Context: an optimization exercise on an open-source flow, tuned for small area, a short achievable clock period and few clock cycles. The choices shown serve that exercise and are no tape-out recipe.
At most, simulation tests tie the RTL to the original design; equivalence was not proved.
Only the layout flow was run in run 3; the RTL was not checked for function there.

## flow/design.v (module list and top-level ports; edited modules follow where they fit)
// module shifter: 23 lines
// module rfile: 27 lines
// module ifetch: 39 lines
// module idec: 704 lines
// module ex: 331 lines
// module mem: 92 lines
// module wb: 15 lines
// module pipreg_if_id: 20 lines
// module pipreg_id_ex: 144 lines
// module pipreg_ex_mem: 68 lines
// module pipreg_mem_wb: 36 lines
// module pipeline: 428 lines
// module supermips_core: 54 lines
module supermips_core (
  input         clock,
  input         reset_n,
  output [31:0] icache_addr,
  output        icache_rd,
  input  [31:0] icache_data,
  input         icache_waitrequest,
  output [31:0] dcache_addr,
  output        dcache_rd,
  output        dcache_wr,
  output [31:0] dcache_wr_data,
  output [ 3:0] dcache_wr_be,
  input  [31:0] dcache_data,
  input         dcache_waitrequest
);
  // ...
==> flow/run.sh <==
#!/bin/bash
# synth_recipe.tcl (not shown) runs the flow's synth.tcl, then flattens the netlist and writes it again
# the make line also repeats each setting of config.mk as NAME=value (left out here)
make -C /OpenROAD-flow-scripts/flow DESIGN_CONFIG=/design/flow/config.mk WORK_HOME=/design/flow/orfs CLKGATE_MAP_FILE= SYNTH_SCRIPT=/design/flow/synth_recipe.tcl finish
==> flow/config.mk <==
export PLATFORM = sky130hd
export DESIGN_NAME = supermips_core
export DESIGN_NICKNAME = supermips_core
export VERILOG_FILES = /design/flow/design.v
export SDC_FILE = /design/flow/constraint.sdc
export NUM_CORES = 8
export LEC_CHECK = 0
export CAP_MARGIN = 20
export CORE_MARGIN = 2
export CORE_UTILIZATION = 40
export SLEW_MARGIN = 20
==> flow/constraint.sdc <==
create_clock -name core_clock -period 150.0 [get_ports {clock}]
set_input_delay 30.0000 -clock core_clock [delete_from_list [all_inputs] [get_ports {clock}]]
set_output_delay 30.0000 -clock core_clock [all_outputs]
set_load 0.01 [all_outputs]
==> impl_metrics.ini, run 1 <==
[logic_synthesis]
synth_top_cell_by_area = dfrtp_1
netlist_instances = 25500
synth-edff-count = 0
yosysTopAreaCellShare = 0.179
synth_top_family_by_area = adder cells

[sta]
slew_headroom = 0.0806
fin_crit_sh = 0.764

[grt]
top_usage_layer = met2

[placement]
hpwl_um = 888000

[routing]
dr_wl_met3_um = 148000
ant_nets = 0
viasPerCell = 6.63

[cts]
clockBufferDepth = 4

[worst_setup_path]
endpoint = CPU.EX.hi_r[18]
crit_type = register to register
critical_path_arrival_ns = 115.27

[die]
taps = 7208
die_w_um = 741

[run_status]
outcome = complete, no violations

[flow_run]
maxCapViolCount = 0

[finish]
final_area_um2 = 237000
fin_cells = 32700

[min_path]
hold_path.class = register to register
Testbench counts, summed over its fixed seeds: cycles 114,003.
==> module supermips_core, before the edit <==
module supermips_core (
  input         clock,
  input         reset_n,
  output [31:0] icache_addr,
  output        icache_rd,
  input  [31:0] icache_data,
  input         icache_waitrequest,
  output [31:0] dcache_addr,
  output        dcache_rd,
  output        dcache_wr,
  output [31:0] dcache_wr_data,
  output [ 3:0] dcache_wr_be,
  input  [31:0] dcache_data,
  input         dcache_waitrequest
);
  wire [4:0]  rfile_rd_addr1;
  wire [4:0]  rfile_rd_addr2;
  wire [4:0]  rfile_wr_addr1;
  wire [31:0] rfile_wr_data1;
  wire        rfile_wr_enable1;
  wire [31:0] rfile_rd_data1;
  wire [31:0] rfile_rd_data2;
  pipeline CPU(
               .clock                   (clock),
               .reset_n                 (reset_n),
               .icache_addr             (icache_addr),
               .icache_rd               (icache_rd),
               .icache_data             (icache_data),
               .icache_waitrequest      (icache_waitrequest),
               .rfile_rd_addr1          (rfile_rd_addr1),
               .rfile_rd_addr2          (rfile_rd_addr2),
               .rfile_rd_data1          (rfile_rd_data1),
               .rfile_rd_data2          (rfile_rd_data2),
               .dcache_addr             (dcache_addr),
               .dcache_rd               (dcache_rd),
               .dcache_wr               (dcache_wr),
               .dcache_wr_be            (dcache_wr_be),
               .dcache_wr_data          (dcache_wr_data),
               .dcache_data             (dcache_data),
               .dcache_waitrequest      (dcache_waitrequest),
               .rfile_wr_addr1          (rfile_wr_addr1),
               .rfile_wr_enable1        (rfile_wr_enable1),
               .rfile_wr_data1          (rfile_wr_data1));
  rfile REGFILE(
                .clock                  (clock),
                .reset_n                (reset_n),
                .rd_addr1               (rfile_rd_addr1),
                .rd_addr2               (rfile_rd_addr2),
                .wr_addr1               (rfile_wr_addr1),
                .wr_enable1             (rfile_wr_enable1),
                .wr_data1               (rfile_wr_data1),
                .rd_data1               (rfile_rd_data1),
                .rd_data2               (rfile_rd_data2));
endmodule
==> run 2: changes to the inputs <==
==> flow/design.v (replaced) <==
module muldiv #(parameter KM = 8, KD = 8) (
  input         clock,
  input         reset_n,
  input         start,
  input         op_mul,       
  input         op_madd,      
  input         op_div,       
  input         sgn,          
  input  [31:0] a,
  input  [31:0] b,
  input         wr_hi,
  input         wr_lo,
  output        busy,
  output [31:0] hi,
  output [31:0] lo
);
  localparam NCM = 32 / KM;
  localparam NCD = 32 / KD;
  reg  [31:0] hi_r, lo_r;
  reg  [31:0] m;              
  reg  [32:0] s, c;           
  reg         busy_r, is_div, is_madd, is_sgn, neg_q, neg_r;
  reg  [2:0]  cnt;
  assign busy = busy_r;
  assign hi   = hi_r;
  assign lo   = lo_r;
  integer r, j;
  reg  [32:0] ms, mc, x, sum, cy;
  reg  [KM-1:0] pbits;
  always_comb begin
    ms = s; mc = c;
    for (r = 0; r < KM; r = r + 1) begin
      for (j = 0; j < 32; j = j + 1)
        x[j] = (m[j] & lo_r[r]) ^ (is_sgn & ((j == 31) ^ ((cnt == NCM - 1) && (r == KM - 1))));
      x[32] = is_sgn & (((cnt == 0) && (r == 0)) || ((cnt == NCM - 1) && (r == KM - 1)));
      sum = ms ^ mc ^ x;
      cy  = (ms & mc) | (ms & x) | (mc & x);
      pbits[r] = sum[0];
      ms = {1'b0, sum[32:1]};
      mc = cy;
    end
  end
  wire [31:0] hi_mul = ms[31:0] + mc[31:0] + (is_madd ? hi_r : 32'd0);
  integer k;
  reg  [31:0] dr, dq;
  reg  [32:0] r2;
  reg  [33:0] diff;
  always_comb begin
    dr = s[31:0]; dq = lo_r;
    for (k = 0; k < KD; k = k + 1) begin
      r2   = {dr, dq[31]};
      diff = {1'b0, r2} - {2'b0, m};
      dr   = diff[33] ? r2[31:0] : diff[31:0];
      dq   = {dq[30:0], ~diff[33]};
    end
  end
  wire last_m = (cnt == NCM - 1);
  wire last_d = (cnt == NCD - 1);
  wire [31:0] a_mag = (sgn & a[31]) ? -a : a;
  wire [31:0] b_mag = (sgn & b[31]) ? -b : b;
  always_ff @(posedge clock, negedge reset_n)
    if (~reset_n) begin
      hi_r   <= 32'd0;
      lo_r   <= 32'd0;
      busy_r <= 1'b0;
    end else begin
      if (start) begin
        busy_r <= 1'b1;
        lo_r   <= op_div ? a_mag : b;
      end else if (busy_r) begin
        if (~is_div) begin
          lo_r <= {pbits, lo_r[31:KM]};
          if (last_m) begin
            hi_r   <= hi_mul;
            busy_r <= 1'b0;
          end
        end else begin
          lo_r <= (last_d & neg_q) ? -dq : dq;
          if (last_d) begin
            hi_r   <= neg_r ? -dr : dr;
            busy_r <= 1'b0;
          end
        end
      end
      if (wr_hi) hi_r <= a;
      if (wr_lo) lo_r <= a;
    end
  always_ff @(posedge clock)
    if (start) begin
      m       <= op_div ? b_mag : a;
      s       <= {1'b0, op_madd ? lo_r : 32'd0};
      c       <= 33'd0;
      cnt     <= 3'd0;
      is_div  <= op_div;
      is_madd <= op_madd;
      is_sgn  <= sgn & op_mul;
      neg_q   <= sgn & op_div & (a[31] ^ b[31]);
      neg_r   <= sgn & op_div & a[31];
    end else if (busy_r) begin
      cnt <= cnt + 3'd1;
      if (~is_div) begin
        s <= ms;
        c <= mc;
      end else
        s <= {1'b0, dr};
    end
endmodule
module supermips_core (
  input         clock,
  input         reset_n,
  output [31:0] icache_addr,
  output        icache_rd,
  input  [31:0] icache_data,
  input         icache_waitrequest,
  output [31:0] dcache_addr,
  output        dcache_rd,
  output        dcache_wr,
  output [31:0] dcache_wr_data,
  output [ 3:0] dcache_wr_be,
  input  [31:0] dcache_data,
  input         dcache_waitrequest
);
  reg  [31:0] pc_f;           
  reg  [31:0] ir;             
  reg         e_valid;
  reg         md_wp;          
  reg  [ 4:0] md_rd;
  reg         m_we;           
  reg  [ 4:0] m_rd;
  reg  [31:0] m_res;          
  reg         m_ld;           
  reg         m_st;           
  reg  [ 1:0] m_sz;           
  reg         m_sext;
  reg  [31:0] m_sd;           
  reg  [ 3:0] m_be;
  reg  [31:0] rf [1:31];
  reg  [31:1] rf_ok;          
  wire [5:0]  op = ir[31:26];
  wire [4:0]  rs = ir[25:21];
  wire [4:0]  rt = ir[20:16];
  wire [4:0]  rd = ir[15:11];
  wire [4:0]  sa = ir[10:6];
  wire [5:0]  fn = ir[5:0];
  wire [15:0] imm = ir[15:0];
  wire op_special  = (op == 6'h00);
  wire op_regimm   = (op == 6'h01);
  wire op_special2 = (op == 6'h1c);
  wire op_special3 = (op == 6'h1f);
  wire i_sll   = op_special & (fn == 6'd0);
  wire i_srl   = op_special & (fn == 6'd2);
  wire i_sra   = op_special & (fn == 6'd3);
  wire i_sllv  = op_special & (fn == 6'd4);
  wire i_srlv  = op_special & (fn == 6'd6);
  wire i_srav  = op_special & (fn == 6'd7);
  wire i_jr    = op_special & (fn == 6'd8);
  wire i_jalr  = op_special & (fn == 6'd9);
  wire i_movz  = op_special & (fn == 6'd10);
  wire i_movn  = op_special & (fn == 6'd11);
  wire i_mfhi  = op_special & (fn == 6'd16);
  wire i_mthi  = op_special & (fn == 6'd17);
  wire i_mflo  = op_special & (fn == 6'd18);
  wire i_mtlo  = op_special & (fn == 6'd19);
  wire i_mult  = op_special & (fn == 6'd24);
  wire i_multu = op_special & (fn == 6'd25);
  wire i_div   = op_special & (fn == 6'd26);
  wire i_divu  = op_special & (fn == 6'd27);
  wire i_add   = op_special & ((fn == 6'd32) | (fn == 6'd33));
  wire i_sub   = op_special & ((fn == 6'd34) | (fn == 6'd35));
  wire i_and   = op_special & (fn == 6'd36);
  wire i_or    = op_special & (fn == 6'd37);
  wire i_xor   = op_special & (fn == 6'd38);
  wire i_nor   = op_special & (fn == 6'd39);
  wire i_slt   = op_special & (fn == 6'd42);
  wire i_sltu  = op_special & (fn == 6'd43);
  wire i_bltz   = op_regimm & (rt == 5'h00);
  wire i_bgez   = op_regimm & (rt == 5'h01);
  wire i_bltzal = op_regimm & (rt == 5'h10);
  wire i_bgezal = op_regimm & (rt == 5'h11);
  wire i_j     = (op == 6'h02);
  wire i_jal   = (op == 6'h03);
  wire i_beq   = (op == 6'h04);
  wire i_bne   = (op == 6'h05);
  wire i_blez  = (op == 6'h06);
  wire i_bgtz  = (op == 6'h07);
  wire i_addi  = (op == 6'h08) | (op == 6'h09);
  wire i_slti  = (op == 6'h0a);
  wire i_sltiu = (op == 6'h0b);
  wire i_andi  = (op == 6'h0c);
  wire i_ori   = (op == 6'h0d);
  wire i_xori  = (op == 6'h0e);
  wire i_lui   = (op == 6'h0f);
  wire i_madd  = op_special2 & ((fn == 6'd0) | (fn == 6'd1));
  wire i_mul   = op_special2 & (fn == 6'd2);
  wire i_ext   = op_special3 & (fn == 6'd0);
  wire i_ins   = op_special3 & (fn == 6'd4);
  wire i_seb   = op_special3 & (fn == 6'd32) & (sa == 5'd16);
  wire i_seh   = op_special3 & (fn == 6'd32) & (sa == 5'd24);
  wire i_lb    = (op == 6'h20);
  wire i_lh    = (op == 6'h21);
  wire i_lw    = (op == 6'h23);
  wire i_lbu   = (op == 6'h24);
  wire i_lhu   = (op == 6'h25);
  wire i_sb    = (op == 6'h28);
  wire i_sh    = (op == 6'h29);
  wire i_sw    = (op == 6'h2b);
  wire i_load  = i_lb | i_lh | i_lw | i_lbu | i_lhu;
  wire i_store = i_sb | i_sh | i_sw;
  wire i_link_b = i_bltzal | i_bgezal;
  wire i_branch = i_beq | i_bne | i_blez | i_bgtz | i_bltz | i_bgez | i_link_b;
  wire i_ctrl   = i_branch | i_j | i_jal | i_jr | i_jalr;
  wire i_md_start = i_mult | i_multu | i_div | i_divu | i_madd;
  wire i_md_any   = i_md_start | i_mul | i_mfhi | i_mflo | i_mthi | i_mtlo;
  wire uses_rs = ~(i_j | i_jal);
  wire uses_rt = op_special | i_beq | i_bne | i_store | op_special2 |
                 (op_special3 & ~i_ext);
  wire dst_rd  = (op_special & ~(i_jr | i_mthi | i_mtlo | i_md_start)) |
                 i_seb | i_seh;
  wire dst_rt  = i_addi | i_slti | i_sltiu | i_andi | i_ori | i_xori | i_lui |
                 i_load | i_ext | i_ins;
  wire dst_31  = i_jal | i_link_b;
  wire [4:0] e_dst = dst_31 ? 5'd31 : dst_rd ? rd : rt;
  wire [31:0] rf_a = rf_ok[rs] ? rf[rs] : 32'd0;
  wire [31:0] rf_b = rf_ok[rt] ? rf[rt] : 32'd0;
  wire        byp_a = m_we & (m_rd == rs);
  wire        byp_b = m_we & (m_rd == rt);
  wire [31:0] a  = (rs == 5'd0) ? 32'd0 : byp_a ? m_res : rf_a;
  wire [31:0] bt = (rt == 5'd0) ? 32'd0 : byp_b ? m_res : rf_b;
  wire        imm_z  = i_andi | i_ori | i_xori;
  wire [31:0] simm   = {{16{imm[15]}}, imm};
  wire [31:0] b_imm  = imm_z ? {16'd0, imm} : simm;
  wire        use_imm = ~(op_special | op_special2 | op_special3 | op_regimm |
                          i_beq | i_bne);
  wire [31:0] b = use_imm ? b_imm : bt;
  wire        do_sub = i_sub | i_slt | i_sltu | i_slti | i_sltiu;
  wire [32:0] sum    = {1'b0, a} + {1'b0, do_sub ? ~b : b} + {32'd0, do_sub};
  wire        ltu    = ~sum[32];
  wire        lts    = (a[31] & ~b[31]) | (sum[31] & ~(a[31] ^ b[31]));
  wire        sh_var  = i_sllv | i_srlv | i_srav;
  wire        sh_left = i_sll | i_sllv | i_ins;
  wire [4:0]  sh_amt  = sh_var ? a[4:0] : sa;
  wire [31:0] sh_in   = (i_ext | i_ins) ? a : bt;
  wire [31:0] sh_out  = sh_left ? (sh_in << sh_amt) : (sh_in >> sh_amt);
  wire [31:0] mask_f  = 32'hFFFF_FFFF >> (5'd31 - rd);    
  wire [31:0] mask_i  = {1'b0, mask_f[31:1]};            
  wire [31:0] pc_plus4 = pc_f + 32'd4;
  wire a_eq_b = (a == bt);
  wire a_zero = (a == 32'd0);
  wire taken  = i_j | i_jal | i_jr | i_jalr |
                (i_beq & a_eq_b) | (i_bne & ~a_eq_b) |
                (i_blez & (a[31] | a_zero)) | (i_bgtz & ~a[31] & ~a_zero) |
                ((i_bltz | i_bltzal) & a[31]) | ((i_bgez | i_bgezal) & ~a[31]);
  wire [31:0] target = (i_jr | i_jalr) ? a
                     : (i_j | i_jal)   ? {pc_f[31:28], ir[25:0], 2'b00}
                     :                   pc_f + {simm[29:0], 2'b00};
  reg  [31:0] alu;
  wire [31:0] md_hi, md_lo;
  always_comb begin
    alu = sum[31:0];
    if (i_and | i_andi)           alu = a & b;
    else if (i_or | i_ori)        alu = a | b;
    else if (i_xor | i_xori)      alu = a ^ b;
    else if (i_nor)               alu = ~(a | b);
    else if (i_slt | i_slti)      alu = {31'd0, lts};
    else if (i_sltu | i_sltiu)    alu = {31'd0, ltu};
    else if (i_lui)               alu = {imm, 16'd0};
    else if (i_sll | i_srl | i_sra | i_sllv | i_srlv | i_srav)
                                  alu = sh_out;
    else if (i_ext)               alu = sh_out & mask_f;
    else if (i_ins)               alu = bt | (sh_out & mask_i);
    else if (i_seb)               alu = {{24{bt[7]}}, bt[7:0]};
    else if (i_seh)               alu = {{16{bt[15]}}, bt[15:0]};
    else if (i_movz | i_movn)     alu = a;
    else if (i_mfhi)              alu = md_hi;
    else if (i_mflo)              alu = md_lo;
    else if (i_jal | i_jalr)      alu = pc_plus4;
    else if (i_link_b)            alu = taken ? pc_plus4 : {16'd0, imm};
  end
  wire e_we = (dst_rd | dst_rt | dst_31) & (e_dst != 5'd0) &
              ~(i_movz & ~(bt == 32'd0)) & ~(i_movn & (bt == 32'd0));
  wire m_stall  = (m_ld | m_st) & dcache_waitrequest;
  wire f_done   = ~icache_waitrequest;
  wire md_busy;
  wire load_use = m_ld & m_we & ((uses_rs & (m_rd == rs)) | (uses_rt & (m_rd == rt)));
  wire md_wr    = md_wp & ~md_busy & ~m_we;
  wire md_dep   = md_wp & ((uses_rs & (rs == md_rd)) | (uses_rt & (rt == md_rd)) |
                           (e_we & (e_dst == md_rd)));
  wire md_wait  = (i_md_any & (md_busy | md_wp)) | md_dep |
                  (md_wp & ~md_busy & m_we & e_we);
  wire e_block  = e_valid & (load_use | md_wait | (i_ctrl & ~f_done));
  wire e_go     = ~m_stall & ~e_block;
  wire md_start = e_valid & e_go & (i_md_start | i_mul);
  wire [31:0] sd = i_sb ? {4{bt[7:0]}} : i_sh ? {2{bt[15:0]}} : bt;
  wire [1:0]  ea = sum[1:0];
  wire [3:0]  be = i_sb ? (4'b1000 >> ea) : i_sh ? (ea[1] ? 4'b0011 : 4'b1100) : 4'b1111;
  always_ff @(posedge clock, negedge reset_n)
    if (~reset_n) begin
      pc_f       <= 32'd0;
      e_valid    <= 1'b0;
      md_wp      <= 1'b0;
      m_we       <= 1'b0;
      m_ld       <= 1'b0;
      m_st       <= 1'b0;
    end else begin
      if (md_wr)
        md_wp <= 1'b0;
      if (md_start & i_mul & (rd != 5'd0))
        md_wp <= 1'b1;
      if (e_go) begin
        m_we    <= e_valid & e_we;
        m_ld    <= e_valid & i_load;
        m_st    <= e_valid & i_store;
        e_valid <= f_done;
        if (f_done)
          pc_f <= (e_valid & taken) ? target : pc_plus4;
      end else if (~m_stall) begin
        m_we <= 1'b0;
        m_ld <= 1'b0;
        m_st <= 1'b0;
      end
    end
  always_ff @(posedge clock)
    if (md_start & i_mul) md_rd <= rd;
  always_ff @(posedge clock)
    if (e_go) begin
      if (f_done) ir <= icache_data;
      m_rd   <= e_dst;
      m_res  <= alu;
      m_sz   <= (i_lb | i_lbu) ? 2'd0 : (i_lh | i_lhu) ? 2'd1 : 2'd2;
      m_sext <= i_lb | i_lh;
      m_sd   <= sd;
      m_be   <= be;
    end
  assign dcache_addr    = m_res;
  assign dcache_rd      = m_ld;
  assign dcache_wr      = m_st;
  assign dcache_wr_data = m_sd;
  assign dcache_wr_be   = m_be;
  wire [1:0]  mo = m_res[1:0];
  wire [7:0]  ld_b = (mo == 2'd0) ? dcache_data[31:24] : (mo == 2'd1) ? dcache_data[23:16]
                   : (mo == 2'd2) ? dcache_data[15:8] : dcache_data[7:0];
  wire [15:0] ld_h = mo[1] ? dcache_data[15:0] : dcache_data[31:16];
  wire [31:0] ld_v = (m_sz == 2'd0) ? {{24{m_sext & ld_b[7]}}, ld_b}
                   : (m_sz == 2'd1) ? {{16{m_sext & ld_h[15]}}, ld_h}
                   : dcache_data;
  wire [31:0] wd = m_ld ? ld_v : md_wr ? md_lo : m_res;
  wire [ 4:0] wa = md_wr ? md_rd : m_rd;
  wire        rf_we = (m_we & ~m_stall) | md_wr;
  always_ff @(posedge clock)
    if (rf_we) rf[wa] <= wd;
  always_ff @(posedge clock, negedge reset_n)
    if (~reset_n) rf_ok <= 31'd0;
    else if (rf_we) rf_ok[wa] <= 1'b1;
  assign icache_addr = pc_f;
  assign icache_rd   = 1'b1;
  muldiv MD (
    .clock   (clock),
    .reset_n (reset_n),
    .start   (md_start),
    .op_mul  (i_mult | i_multu | i_mul),
    .op_madd (i_madd),
    .op_div  (i_div | i_divu),
    .sgn     (i_mult | i_div),
    .a       (a),
    .b       (bt),
    .wr_hi   (e_valid & e_go & i_mthi),
    .wr_lo   (e_valid & e_go & i_mtlo),
    .busy    (md_busy),
    .hi      (md_hi),
    .lo      (md_lo));
endmodule
==> run 2 against run 1 <==
Effect of this change:
- register-to-register slack improved by 80 ns
- critical path depth fell by 329
- critical path type unchanged
- critical endpoint is now MD.lo_r[16]
- still clean
- clock skew rose by 0.0078 ns
- cell count fell by 58%
- first-iteration DRC count fell by 58%
- sequential cell count fell by 203
- synthesized area fell by 51%
==> impl_metrics.ini, run 2 <==
[run_status]
outcome = complete, no violations

[finish]
fin_nets = 10900
fin_cells = 13700
largest_register_ffs = 992
num-fill-cells = 24600
mostFrequentLayoutCells = edfxtp_1, nand2_1, nor2_1
area_growth_pct = 11.3
top_register = rf
final_common_cell = edfxtp_1
drive_gt1_frac = 0.145

[worst_setup_path]
reg2regPathDepth = 114
slowest_delay_ns = 0.83
r2r_slack_ns = 115.27
cp_max_fo = 52
cp_data_required_time_ns = 150.64
r2r-start = MD.m[1]
critical_path_arrival_ns = 35.38
slowest_stage = o21ai_4
critical_path.endpoint_type = register
r2r_end = MD.lo_r[16]
crit_path_start_kind = register
crit_type = register to register

[sta]
fin_crit_sh = 0.232
skew_ns = 0.117
hold_violations = 0
period_needed_ns = 34.74
tns_ns = 0
worstMarginPinSlew_ns = 1.36
maxSlewViolCount = 0
whs_ns = 0.496
worst_slack_ns = 115.27
fmax_ghz = 0.0288
rsz0062_at_grt = false
slew_headroom = 0.0887
setup_violations = 0

[placement]
port-buffer-count = 169
gp_congestion = 1.06
hpwl_um = 334000
place_ws_ns = 116.10
place_inst = 13500

[die]
core_area_um2 = 266000
initial_core_util = 0.403
dieArea_um2 = 271000
die_height_um = 521
rows = 189
io_pins = 171
die_w_um = 521

[logic_synthesis]
yosysMostFrequentCell = edfxtp_1
synthFlopType = edfxtp_1
synth_area_per_cell_um2 = 10.6
ys_seq_area_frac = 0.369
synth_top_cell_by_area = edfxtp_1
ys_top_cells_by_count = edfxtp_1, nand2_1, nor2_1
synth_cell_type_count = 118
ys_seq_elements = 1352
netlist_instances = 10100
netlist_area_um2 = 107000
synth-edff-count = 1174
yosysTopAreaCellShare = 0.330
ys_top_cells_by_area = edfxtp_1, mux4_2, fa_1, ha_1, mux2i_1
async_reset_ff_frac = 0.0984
ys_warn_count = 2

[routing]
vias = 90300
dr.pass1.iters = 6
wl_per_cell_um = 34.4
drc = 0
viasPerCell = 6.57
ant_nets = 0
wirelength_um = 473000
drtIter0Drc = 12600

[cts]
cts_buffers = 152
htreeDepth = 4
cts_tree = done
clockBufferDepth = 3
clkSinkCount = 1352
cts_resized = 0
hold_buffers = 0
clk_latency_ns = 0.90
cts_setup_buffers = 0
path_clk_slew_ns = 0.06
clock_tree.root_cell = clkbuf_16

[min_path]
hold_start = MD.cnt[2]
hold_path.class = register to register
whs_path_depth = 2
holdPathEnd = MD.cnt[2]

[grt]
antenna_found_initial = 27
grt_pass1_vias = 87000
grt_overflow = 0
grt_pass1_wl_um = 659000
grt_usage = 0.340
grt_max_degree = 193

[flow_run]
maxCapViolCount = 0
-- run 2: cell count changes in the layout (fill, tap and decap cells not counted), sizes merged, moves of 542 or more --
cell / previous run / this run
a21oi: 1514 / 732
dfrtp: 1554 / 133
edfxtp: 0 / 1174
fa: 1757 / 292
ha: 1793 / 442
inv: 2338 / 491
mux2: 1367 / 106
mux4: 57 / 599
nand2: 2493 / 937
nor2: 2074 / 848
o21ai: 1328 / 611
-- run 2: cell families (layout without fill, tap and decap cells) --
| group | after synthesis | count (layout) | synth area share |
|---|---|---|---|
| flip-flops | 1352 | 1352 | 0.369 |
| XOR/XNOR | 554 | 554 | 0.0454 |
| AO/OA/AOI/OAI | 2518 | 2518 | 0.152 |
| other | 1 | 13 | 0.0000351 |
| AND/OR/NAND/NOR | 2656 | 2656 | 0.111 |
| multiplexers | 1096 | 1096 | 0.174 |
| adder cells (fa/ha/maj) | 734 | 734 | 0.106 |
| buffers and inverters | 1148 | 1282 | 0.0416 |
-- run 2: layer usage --
| metal | GRT usage | part of all wire | routed length, µm |
|---|---|---|---|
| met5 | 0 | 0.00056 | 264 |
| met4 | 0.181 | 0.062 | 29300 |
| met3 | 0.0946 | 0.11 | 52300 |
| met2 | 0.506 | 0.43 | 204000 |
| met1 | 0.450 | 0.39 | 187000 |
-- run 2: worst max-delay path: cells and delay by family (launching register included) --
| family | cells | cell delay (ns) |
|---|---|---|
| buffers and inverters | 12 | 3.59 |
| AND/OR/NAND/NOR | 27 | 6.56 |
| XOR/XNOR | 1 | 0.19 |
| multiplexers | 5 | 1.70 |
| AO/OA/AOI/OAI | 60 | 19.19 |
| adder cells (fa/ha/maj) | 9 | 2.82 |
| flip-flops | 1 | 0.36 |
-- run 2: worst max path at each step --
stage,cells after the start,endpoint,slack (ns),startpoint
after floorplan,7,ir[0],113.35,icache_waitrequest
after global placement,12,MD.lo_r[23],116.27,icache_waitrequest
after detailed placement,112,MD.hi_r[28],116.10,MD.m[1]
after CTS,112,MD.hi_r[28],115.97,MD.m[1]
after global routing,119,MD.lo_r[16],113.00,MD.m[1]
final,114,MD.lo_r[16],115.27,MD.m[1]
-- run 2: through the flow --
step / util / area (µm²)
after floorplan: - / 107000
after global placement: 0.428 / 114000
after detailed placement: 0.428 / 114000
after CTS: 0.448 / 119000
after global routing: 0.448 / 119000
final: 0.448 / 119000
-- run 2: area by class of cell --
class / instances / area (µm²) / area share
Antenna cell: 12 / 30.0 / 0.000252
Clock buffer: 184 / 3990 / 0.0335
Clock inverter: 90 / 1220 / 0.0102
Inverter: 493 / 1850 / 0.0155
Multi-Input combinational cell: 7559 / 63600 / 0.534
Sequential cell: 1352 / 39500 / 0.332
Tap cell: 3533 / 4420 / 0.0371
Timing Repair Buffer: 515 / 4380 / 0.0368
Testbench counts of run 2, summed over its fixed seeds: cycles 61,882.
==> run 3: changes to the inputs <==
--- a/flow/design.v
+++ b/flow/design.v
@@ -1,4 +1,4 @@
-module muldiv #(parameter KM = 8, KD = 8) (
+module muldiv #(parameter KM = 8, KD = 4) (
   input         clock,
   input         reset_n,
   input         start,
@@ -6,103 +6,134 @@
   input         op_madd,      
   input         op_div,       
   input         sgn,          
-  input  [31:0] a,
-  input  [31:0] b,
+  input  [31:0] a,            
+  input  [31:0] a_md,         
+  input  [31:0] b,            
   input         wr_hi,
   input         wr_lo,
-  output        busy,
-  output [31:0] hi,
-  output [31:0] lo
+  output        busy,         
+  output        busy_rd,      
+  output [31:0] hi,           
+  output [31:0] lo,
+  output        hi_neg,       
+  output        lo_neg
 );
   localparam NCM = 32 / KM;
   localparam NCD = 32 / KD;
   reg  [31:0] hi_r, lo_r;
+  reg         hi_neg_r, lo_neg_r;
   reg  [31:0] m;              
-  reg  [32:0] s, c;           
-  reg         busy_r, is_div, is_madd, is_sgn, neg_q, neg_r;
+  reg  [32:0] acc;            
+  reg         busy_r, is_div, is_madd, is_sgn, neg_q, neg_r, dcin;
+  reg         acin;           
+  reg         hneg;           
   reg  [2:0]  cnt;
-  assign busy = busy_r;
-  assign hi   = hi_r;
-  assign lo   = lo_r;
+  wire last_m = (cnt == NCM - 1);
+  wire last_d = (cnt == NCD - 1);
+  wire fin    = busy_r & (is_div ? last_d : last_m);
+  wire [31:0] hi_nx, lo_nx;
+  wire        hi_neg_nx, lo_neg_nx;
+  assign busy    = busy_r;
+  assign busy_rd = busy_r & ~fin;
+  assign hi      = fin ? hi_nx : hi_r;
+  assign lo      = fin ? lo_nx : lo_r;
+  assign hi_neg  = fin ? hi_neg_nx : hi_neg_r;
+  assign lo_neg  = fin ? lo_neg_nx : lo_neg_r;
   integer r, j;
-  reg  [32:0] ms, mc, x, sum, cy;
+  reg  [32:0] ms, x;
+  reg  [33:0] sm;
+  reg         cy;
   reg  [KM-1:0] pbits;
   always_comb begin
-    ms = s; mc = c;
+    ms = acc;
     for (r = 0; r < KM; r = r + 1) begin
       for (j = 0; j < 32; j = j + 1)
-        x[j] = (m[j] & lo_r[r]) ^ (is_sgn & ((j == 31) ^ ((cnt == NCM - 1) && (r == KM - 1))));
-      x[32] = is_sgn & (((cnt == 0) && (r == 0)) || ((cnt == NCM - 1) && (r == KM - 1)));
-      sum = ms ^ mc ^ x;
-      cy  = (ms & mc) | (ms & x) | (mc & x);
-      pbits[r] = sum[0];
-      ms = {1'b0, sum[32:1]};
-      mc = cy;
+        x[j] = (m[j] & lo_r[r]) ^ (is_sgn & ((j == 31) ^ (last_m && (r == KM - 1))));
+      x[32] = is_sgn & (((cnt == 0) && (r == 0)) || (last_m && (r == KM - 1)));
+      cy = (r == 0) && (cnt == 0) && acin;
+      for (j = 0; j < 33; j = j + 1) begin
+        sm[j] = ms[j] ^ x[j] ^ cy;
+        cy    = (ms[j] & x[j]) | (ms[j] & cy) | (x[j] & cy);
+      end
+      sm[33] = cy;
+      pbits[r] = sm[0];
+      ms = sm[33:1];
+    end
+  end
+  reg  [31:0] hi_mul, xh;
+  reg         ch;
+  always_comb begin
+    xh = is_madd ? (hi_r ^ {32{hneg}}) : 32'd0;
+    ch = is_madd & hneg;
+    for (j = 0; j < 32; j = j + 1) begin
+      hi_mul[j] = ms[j] ^ xh[j] ^ ch;
+      ch        = (ms[j] & xh[j]) | (ms[j] & ch) | (xh[j] & ch);
     end
   end
-  wire [31:0] hi_mul = ms[31:0] + mc[31:0] + (is_madd ? hi_r : 32'd0);
   integer k;
   reg  [31:0] dr, dq;
   reg  [32:0] r2;
   reg  [33:0] diff;
   always_comb begin
-    dr = s[31:0]; dq = lo_r;
+    dr = acc[31:0]; dq = lo_r;
     for (k = 0; k < KD; k = k + 1) begin
       r2   = {dr, dq[31]};
-      diff = {1'b0, r2} - {2'b0, m};
+      diff = {1'b0, r2} + {2'b11, m} + {33'd0, dcin};
       dr   = diff[33] ? r2[31:0] : diff[31:0];
       dq   = {dq[30:0], ~diff[33]};
     end
   end
-  wire last_m = (cnt == NCM - 1);
-  wire last_d = (cnt == NCD - 1);
-  wire [31:0] a_mag = (sgn & a[31]) ? -a : a;
-  wire [31:0] b_mag = (sgn & b[31]) ? -b : b;
+  assign hi_nx     = is_div ? dr : hi_mul;
+  assign lo_nx     = is_div ? dq : {pbits, lo_r[31:KM]};
+  assign hi_neg_nx = is_div & neg_r;
+  assign lo_neg_nx = is_div & neg_q & (dq != 32'd0);
+  wire        a_neg = sgn & op_div & a[31];
+  wire        b_neg = sgn & b[31];
   always_ff @(posedge clock, negedge reset_n)
     if (~reset_n) begin
-      hi_r   <= 32'd0;
-      lo_r   <= 32'd0;
-      busy_r <= 1'b0;
+      hi_r     <= 32'd0;
+      lo_r     <= 32'd0;
+      hi_neg_r <= 1'b0;
+      lo_neg_r <= 1'b0;
+      busy_r   <= 1'b0;
     end else begin
+      if (fin) begin
+        hi_r     <= hi_nx;
+        lo_r     <= lo_nx;
+        hi_neg_r <= hi_neg_nx;
+        lo_neg_r <= lo_neg_nx;
+        busy_r   <= 1'b0;
+      end else if (busy_r)
+        lo_r <= is_div ? dq : {pbits, lo_r[31:KM]};
       if (start) begin
         busy_r <= 1'b1;
-        lo_r   <= op_div ? a_mag : b;
-      end else if (busy_r) begin
-        if (~is_div) begin
-          lo_r <= {pbits, lo_r[31:KM]};
-          if (last_m) begin
-            hi_r   <= hi_mul;
-            busy_r <= 1'b0;
-          end
-        end else begin
-          lo_r <= (last_d & neg_q) ? -dq : dq;
-          if (last_d) begin
-            hi_r   <= neg_r ? -dr : dr;
-            busy_r <= 1'b0;
-          end
-        end
+        lo_r   <= a_md;
+      end
+      if (wr_hi) begin
+        hi_r     <= a;
+        hi_neg_r <= 1'b0;
+      end
+      if (wr_lo) begin
+        lo_r     <= a;
+        lo_neg_r <= 1'b0;
       end
-      if (wr_hi) hi_r <= a;
-      if (wr_lo) lo_r <= a;
     end
   always_ff @(posedge clock)
-    if (start) begin
-      m       <= op_div ? b_mag : a;
-      s       <= {1'b0, op_madd ? lo_r : 32'd0};
-      c       <= 33'd0;
+    if (~busy_rd) begin
+      m       <= b ^ {32{op_div & ~b_neg}};
+      dcin    <= ~b_neg;
+      acc     <= {1'b0, op_madd ? (lo ^ {32{lo_neg}}) : 32'd0};
+      acin    <= op_madd & lo_neg;
+      hneg    <= hi_neg;
       cnt     <= 3'd0;
       is_div  <= op_div;
       is_madd <= op_madd;
       is_sgn  <= sgn & op_mul;
-      neg_q   <= sgn & op_div & (a[31] ^ b[31]);
-      neg_r   <= sgn & op_div & a[31];
+      neg_q   <= a_neg ^ (op_div & b_neg);
+      neg_r   <= a_neg;
     end else if (busy_r) begin
       cnt <= cnt + 3'd1;
-      if (~is_div) begin
-        s <= ms;
-        c <= mc;
-      end else
-        s <= {1'b0, dr};
+      acc <= is_div ? {1'b0, dr} : ms;
     end
 endmodule
 module supermips_core (
@@ -220,27 +251,48 @@
                  i_load | i_ext | i_ins;
   wire dst_31  = i_jal | i_link_b;
   wire [4:0] e_dst = dst_31 ? 5'd31 : dst_rd ? rd : rt;
-  wire [31:0] rf_a = rf_ok[rs] ? rf[rs] : 32'd0;
-  wire [31:0] rf_b = rf_ok[rt] ? rf[rt] : 32'd0;
+  reg  [31:0] rf_a, rf_b;
+  integer ri;
+  always_comb begin
+    rf_a = 32'd0;
+    rf_b = 32'd0;
+    for (ri = 1; ri < 32; ri = ri + 1) begin
+      rf_a = rf_a | (rf[ri] & {32{rf_ok[ri] & (rs == ri)}});
+      rf_b = rf_b | (rf[ri] & {32{rf_ok[ri] & (rt == ri)}});
+    end
+  end
   wire        byp_a = m_we & (m_rd == rs);
   wire        byp_b = m_we & (m_rd == rt);
-  wire [31:0] a  = (rs == 5'd0) ? 32'd0 : byp_a ? m_res : rf_a;
-  wire [31:0] bt = (rt == 5'd0) ? 32'd0 : byp_b ? m_res : rf_b;
+  wire [31:0] a  = byp_a ? m_res : rf_a;
+  wire [31:0] bt = byp_b ? m_res : rf_b;
   wire        imm_z  = i_andi | i_ori | i_xori;
   wire [31:0] simm   = {{16{imm[15]}}, imm};
   wire [31:0] b_imm  = imm_z ? {16'd0, imm} : simm;
   wire        use_imm = ~(op_special | op_special2 | op_special3 | op_regimm |
                           i_beq | i_bne);
   wire [31:0] b = use_imm ? b_imm : bt;
-  wire        do_sub = i_sub | i_slt | i_sltu | i_slti | i_sltiu;
-  wire [32:0] sum    = {1'b0, a} + {1'b0, do_sub ? ~b : b} + {32'd0, do_sub};
+  wire [31:0] md_hi, md_lo;
+  wire        md_hi_neg, md_lo_neg;
+  wire        md_op   = i_md_start | i_mul;
+  wire        dneg_a  = i_div & a[31];
+  wire        neg_rd  = (i_mfhi & md_hi_neg) | (i_mflo & md_lo_neg);
+  wire        zero_a  = dneg_a | i_mfhi | i_mflo;
+  wire        do_sub  = i_sub | i_slt | i_sltu | i_slti | i_sltiu | dneg_a | neg_rd;
+  wire [31:0] add_a   = zero_a ? 32'd0 : a;
+  wire [31:0] add_b   = i_mfhi ? md_hi : i_mflo ? md_lo : dneg_a ? a : md_op ? 32'd0 : b;
+  wire [32:0] sum     = {1'b0, add_a} + {1'b0, do_sub ? ~add_b : add_b} + {32'd0, do_sub};
   wire        ltu    = ~sum[32];
   wire        lts    = (a[31] & ~b[31]) | (sum[31] & ~(a[31] ^ b[31]));
   wire        sh_var  = i_sllv | i_srlv | i_srav;
   wire        sh_left = i_sll | i_sllv | i_ins;
   wire [4:0]  sh_amt  = sh_var ? a[4:0] : sa;
   wire [31:0] sh_in   = (i_ext | i_ins) ? a : bt;
-  wire [31:0] sh_out  = sh_left ? (sh_in << sh_amt) : (sh_in >> sh_amt);
+  function automatic [31:0] rev32(input [31:0] v);
+    integer q;
+    for (q = 0; q < 32; q = q + 1) rev32[q] = v[31 - q];
+  endfunction
+  wire [31:0] sh_r    = (sh_left ? rev32(sh_in) : sh_in) >> sh_amt;
+  wire [31:0] sh_out  = sh_left ? rev32(sh_r) : sh_r;
   wire [31:0] mask_f  = 32'hFFFF_FFFF >> (5'd31 - rd);    
   wire [31:0] mask_i  = {1'b0, mask_f[31:1]};            
   wire [31:0] pc_plus4 = pc_f + 32'd4;
@@ -254,7 +306,6 @@
                      : (i_j | i_jal)   ? {pc_f[31:28], ir[25:0], 2'b00}
                      :                   pc_f + {simm[29:0], 2'b00};
   reg  [31:0] alu;
-  wire [31:0] md_hi, md_lo;
   always_comb begin
     alu = sum[31:0];
     if (i_and | i_andi)           alu = a & b;
@@ -271,8 +322,6 @@
     else if (i_seb)               alu = {{24{bt[7]}}, bt[7:0]};
     else if (i_seh)               alu = {{16{bt[15]}}, bt[15:0]};
     else if (i_movz | i_movn)     alu = a;
-    else if (i_mfhi)              alu = md_hi;
-    else if (i_mflo)              alu = md_lo;
     else if (i_jal | i_jalr)      alu = pc_plus4;
     else if (i_link_b)            alu = taken ? pc_plus4 : {16'd0, imm};
   end
@@ -280,16 +329,18 @@
               ~(i_movz & ~(bt == 32'd0)) & ~(i_movn & (bt == 32'd0));
   wire m_stall  = (m_ld | m_st) & dcache_waitrequest;
   wire f_done   = ~icache_waitrequest;
-  wire md_busy;
+  wire md_busy, md_busy_rd;
   wire load_use = m_ld & m_we & ((uses_rs & (m_rd == rs)) | (uses_rt & (m_rd == rt)));
-  wire md_wr    = md_wp & ~md_busy & ~m_we;
+  wire md_wr    = md_wp & ~md_busy_rd & ~m_we;
   wire md_dep   = md_wp & ((uses_rs & (rs == md_rd)) | (uses_rt & (rt == md_rd)) |
                            (e_we & (e_dst == md_rd)));
-  wire md_wait  = (i_md_any & (md_busy | md_wp)) | md_dep |
-                  (md_wp & ~md_busy & m_we & e_we);
+  wire md_wait  = ((i_md_start | i_mul | i_mthi | i_mtlo) & (md_busy_rd | md_wp)) |
+                  ((i_mfhi | i_mflo) & md_busy_rd) | md_dep |
+                  (md_wp & ~md_busy_rd & m_we & e_we);
   wire e_block  = e_valid & (load_use | md_wait | (i_ctrl & ~f_done));
   wire e_go     = ~m_stall & ~e_block;
-  wire md_start = e_valid & e_go & (i_md_start | i_mul);
+  wire e_md_go  = e_valid & ~m_stall & ~load_use & ~md_wait;
+  wire md_start = e_md_go & (i_md_start | i_mul);
   wire [31:0] sd = i_sb ? {4{bt[7:0]}} : i_sh ? {2{bt[15:0]}} : bt;
   wire [1:0]  ea = sum[1:0];
   wire [3:0]  be = i_sb ? (4'b1000 >> ea) : i_sh ? (ea[1] ? 4'b0011 : 4'b1100) : 4'b1111;
@@ -322,8 +373,10 @@
   always_ff @(posedge clock)
     if (md_start & i_mul) md_rd <= rd;
   always_ff @(posedge clock)
-    if (e_go) begin
-      if (f_done) ir <= icache_data;
+    if (e_go)
+      ir <= icache_data;
+  always_ff @(posedge clock)
+    if (~m_stall) begin
       m_rd   <= e_dst;
       m_res  <= alu;
       m_sz   <= (i_lb | i_lbu) ? 2'd0 : (i_lh | i_lhu) ? 2'd1 : 2'd2;
@@ -345,7 +398,7 @@
                    : dcache_data;
   wire [31:0] wd = m_ld ? ld_v : md_wr ? md_lo : m_res;
   wire [ 4:0] wa = md_wr ? md_rd : m_rd;
-  wire        rf_we = (m_we & ~m_stall) | md_wr;
+  wire        rf_we = m_we | md_wr;
   always_ff @(posedge clock)
     if (rf_we) rf[wa] <= wd;
   always_ff @(posedge clock, negedge reset_n)
@@ -362,10 +415,14 @@
     .op_div  (i_div | i_divu),
     .sgn     (i_mult | i_div),
     .a       (a),
+    .a_md    (sum[31:0]),
     .b       (bt),
-    .wr_hi   (e_valid & e_go & i_mthi),
-    .wr_lo   (e_valid & e_go & i_mtlo),
+    .wr_hi   (e_md_go & i_mthi),
+    .wr_lo   (e_md_go & i_mtlo),
     .busy    (md_busy),
+    .busy_rd (md_busy_rd),
     .hi      (md_hi),
-    .lo      (md_lo));
+    .lo      (md_lo),
+    .hi_neg  (md_hi_neg),
+    .lo_neg  (md_lo_neg));
 endmodule
==> flow/flow/run.sh (new file) <==
#!/bin/bash
# Layout flow: the standard layout, but with an area-oriented ABC mapping
# script in synthesis (registers and everything else as the standard
# synthesis makes them) and stronger port buffers.
set -euo pipefail
W=$(pwd)
F=$W/flow

# synthesis script: the standard flow's own, with ABC's -script argument swapped for ours
{
  echo "proc abc {args} {"
  echo "  set i [lsearch -exact \$args -script]"
  echo "  if {\$i >= 0} { lset args [expr {\$i + 1}] $F/abc_area.script }"
  echo "  yosys abc {*}\$args"
  echo "}"
  cat "$W/synth_recipe.tcl"
} > "$W/synth_area.tcl"
sed "s#SYNTH_SCRIPT=[^ ]*#SYNTH_SCRIPT=$W/synth_area.tcl#" "$W/standard.sh" > "$W/synth_area.sh"

export BUFFER_PORTS_ARGS="-buffer_cell sky130_fd_sc_hd__buf_4"

bash "$W/synth_area.sh" synth > "$W/synth.log" 2>&1
bash "$W/standard.sh" > "$W/layout.log" 2>&1
==> flow/flow/abc_area.script (new file) <==
strash
dch
amap
topo
buffer -c
stime -c
dnsize -c
==> flow/standard.sh (new file) <==
#!/bin/bash
# synth_recipe.tcl (not shown) runs the flow's synth.tcl, then flattens the netlist and writes it again
# the make line also repeats each setting of config.mk as NAME=value (left out here)
make -C /OpenROAD-flow-scripts/flow DESIGN_CONFIG=/design/flow/config.mk WORK_HOME=/design/flow/orfs CLKGATE_MAP_FILE= SYNTH_SCRIPT=/design/flow/synth_recipe.tcl "${@:-finish}"
removed: flow/run.sh
==> run 3 against run 2 <==
Effect of this change:
- still clean
- clock-buffer cell count increased by 2
- sequential cell count decreased by 36
- fmax increased by 3.1%
- cell count decreased by 0.71%
- synthesized cell count increased by 2.7%
- wire length decreased by 2.6%
- largest cell class unchanged
- highest routed layer unchanged
==> impl_metrics.ini, run 3 <==
[run_status]
outcome = complete, no violations

[routing]
wirelength_um = 461000
viasPerCell = 6.32
drtIter0Drc = 12200
dr.pass1.iters = 9
wl_per_cell_um = 33.8
vias = 86200
ant_nets = 0
drc = 0

[cts]
cts_setup_buffers = 0
cts_buffers = 153
cts_resized = 0
clockBufferDepth = 3
cts_tree = done
clk_latency_ns = 0.83
hold_buffers = 0
clock_tree.root_cell = clkbuf_16
htreeDepth = 4
path_clk_slew_ns = 0.06
clkSinkCount = 1316

[grt]
grt_pass1_wl_um = 640000
antenna_found_initial = 27
grt_overflow = 0
grt_pass1_vias = 82000
grt_usage = 0.392
grt_max_degree = 66

[finish]
top_register = rf
ff_latch_area_um2 = 38800
drive_gt1_frac = 0.103
largest_register_ffs = 992
multi_input_area_um2 = 44600
area_growth_pct = 13.5
mostFrequentLayoutCells = nor2_1, inv_1, edfxtp_1
reg.largest.list = rf: 992 flops, MD.acc: 33 flops
num-fill-cells = 21600
fin_nets = 11100
final_common_cell = nor2_1
final_util = 0.456

[sta]
worst_slack_ns = 116.30
fin_crit_sh = 0.225
fmax_ghz = 0.0297
setup_violations = 0
skew_ns = 0.0590
rsz0062_at_grt = false
hold_violations = 0
tns_ns = 0
whs_ns = 0.468
period_needed_ns = 33.70
worstMarginPinSlew_ns = 1.25
maxSlewViolCount = 0
slew_headroom = 0.148

[die]
die_w_um = 479
initial_core_util = 0.402
io_pins = 171
dieArea_um2 = 230000
core_area_um2 = 225000
die_height_um = 479
rows = 174

[min_path]
hold_path.class = register to register

[logic_synthesis]
ys_warn_count = 2
netlist_instances = 10300
ys_top_cells_by_area = edfxtp_1, nor2_1, fa_1, inv_1, o22ai_1
ys_seq_area_frac = 0.429
netlist_area_um2 = 90400
synth-edff-count = 1177
async_reset_ff_frac = 0.103
ys_top_cells_by_count = nor2_1, inv_1, edfxtp_1
synth_top_cell_by_area = edfxtp_1
synthFlopType = edfxtp_1
yosysTopAreaCellShare = 0.391
ys_seq_elements = 1316
synth_area_per_cell_um2 = 8.74
synth_cell_type_count = 67
yosysMostFrequentCell = nor2_1

[worst_setup_path]
slowest_delay_ns = 0.97
crit_top_cell = inv_1
slowest_stage = a2111oi_0
cp_max_fo = 41
cp_data_required_time_ns = 150.55
path_delay_family = compound AO/OA/AOI/OAI gates
critical_path.endpoint_type = register
critical_path_arrival_ns = 34.25
crit_type = register to register
crit_path_start_kind = register
critPathBufInv = 33

[placement]
gp_congestion = 1.08
port-buffer-count = 169
place_ws_ns = 116.98
hpwl_um = 336000

[flow_run]
maxCapViolCount = 0
[run 3: changes by cell type in the layout (fill, tap and decap cells not counted), sizes merged, moves of 168 or more]
| cell | previous run | this run |
|---|---|---|
| o221ai | 41 | 335 |
| nand2 | 937 | 465 |
| mux2i | 391 | 0 |
| clkdlybuf4s50 | 168 | 0 |
| xnor2 | 402 | 4 |
| buf | 346 | 593 |
| o22ai | 47 | 589 |
| inv | 491 | 1525 |
| mux4 | 599 | 0 |
| nor2 | 848 | 1958 |
[run 3: cell families after synthesis]
logic type / after synthesis / share of synthesized area
AOI/OAI and AO/OA: 3255 / 0.237
xor gates and xnor gates: 5 / 0.000485
adders and majority gates: 571 / 0.103
buffers and inverters: 2152 / 0.0894
DFF: 1316 / 0.429
other: 1 / 0.0000415
and+or+nand+nor: 3032 / 0.140
[run 3: path summary, 6_finish.rpt]
check	from	end	slack, ns	cells past startpoint
max in group asynchronous	reset_n	pc_f[2]	118.94	3
worst max register to register	MD.m[0]	m_res[30]	116.30	144
worst min-delay path	MD.cnt[0]	MD.cnt[0]	0.47	1
worst max-delay path	MD.m[0]	m_res[30]	116.30	144
min in group asynchronous	reset_n	MD.hi_r[1]	29.13	1
worst min register to register	MD.cnt[0]	MD.cnt[0]	0.47	1
[run 3: through the flow]
| step | instance area (µm²) | std cells |
|---|---|---|
| final | 103000 | 13600 |
| after global routing | 102000 | 13600 |
| after CTS | 102000 | 13600 |
| after detailed placement | 97400 | 13300 |
| after global placement | 97300 | 13300 |
| after floorplan | 90500 | 10400 |
[run 3: layer usage]
| metal | part of all wire | up-vias | GRT usage |
|---|---|---|---|
| met5 | 0.00046 | - | 0 |
| met4 | 0.084 | 30 | 0.270 |
| met3 | 0.10 | 1342 | 0.0966 |
| met2 | 0.44 | 5690 | 0.601 |
| met1 | 0.37 | 42000 | 0.488 |
| li1 | - | 37200 | - |
[run 3: layout make-up]
| class | count | area share |
|---|---|---|
| clock inverters | 94 | 0.00992 |
| diodes | 13 | 0.000317 |
| repair buffers | 593 | 0.0441 |
| flip-flops and latches | 1316 | 0.378 |
| multi-input cells | 6896 | 0.435 |
| clock buffers | 186 | 0.0390 |
| inverters | 1550 | 0.0567 |
| well taps | 2992 | 0.0365 |

==> port drivers added, routing unchanged <==
How much do the figures lean on ideal ports? The routed layouts below were timed once more, with nothing changed but the port constraints.
Step 1 assumes that a clkbuf_16 drives the clock port and a buf_2 every other input.
Step 2 also shifts input and output timing later by t, the mid clock arrival at the registers, as if the neighbouring blocks saw the same clock.
Three values: no drivers, after step 1, after step 2; two values: the first two.
run	t (ns)	slack for setup (ns)	clock arrival spread, ns	worst register clock-pin slew, ns	cell pins on the clock port's net
run 1	0.942	35.461 / 35.461 / 35.461	0.123 / 0.122	0.07 / 0.07	1
run 2	0.936	115.265 / 115.265 / 115.265	0.117 / 0.117	0.07 / 0.07	1
run 3	0.898	116.303 / 116.303 / 116.303	0.059 / 0.060	0.07 / 0.07	1
After both steps every run listed still meets setup and hold.
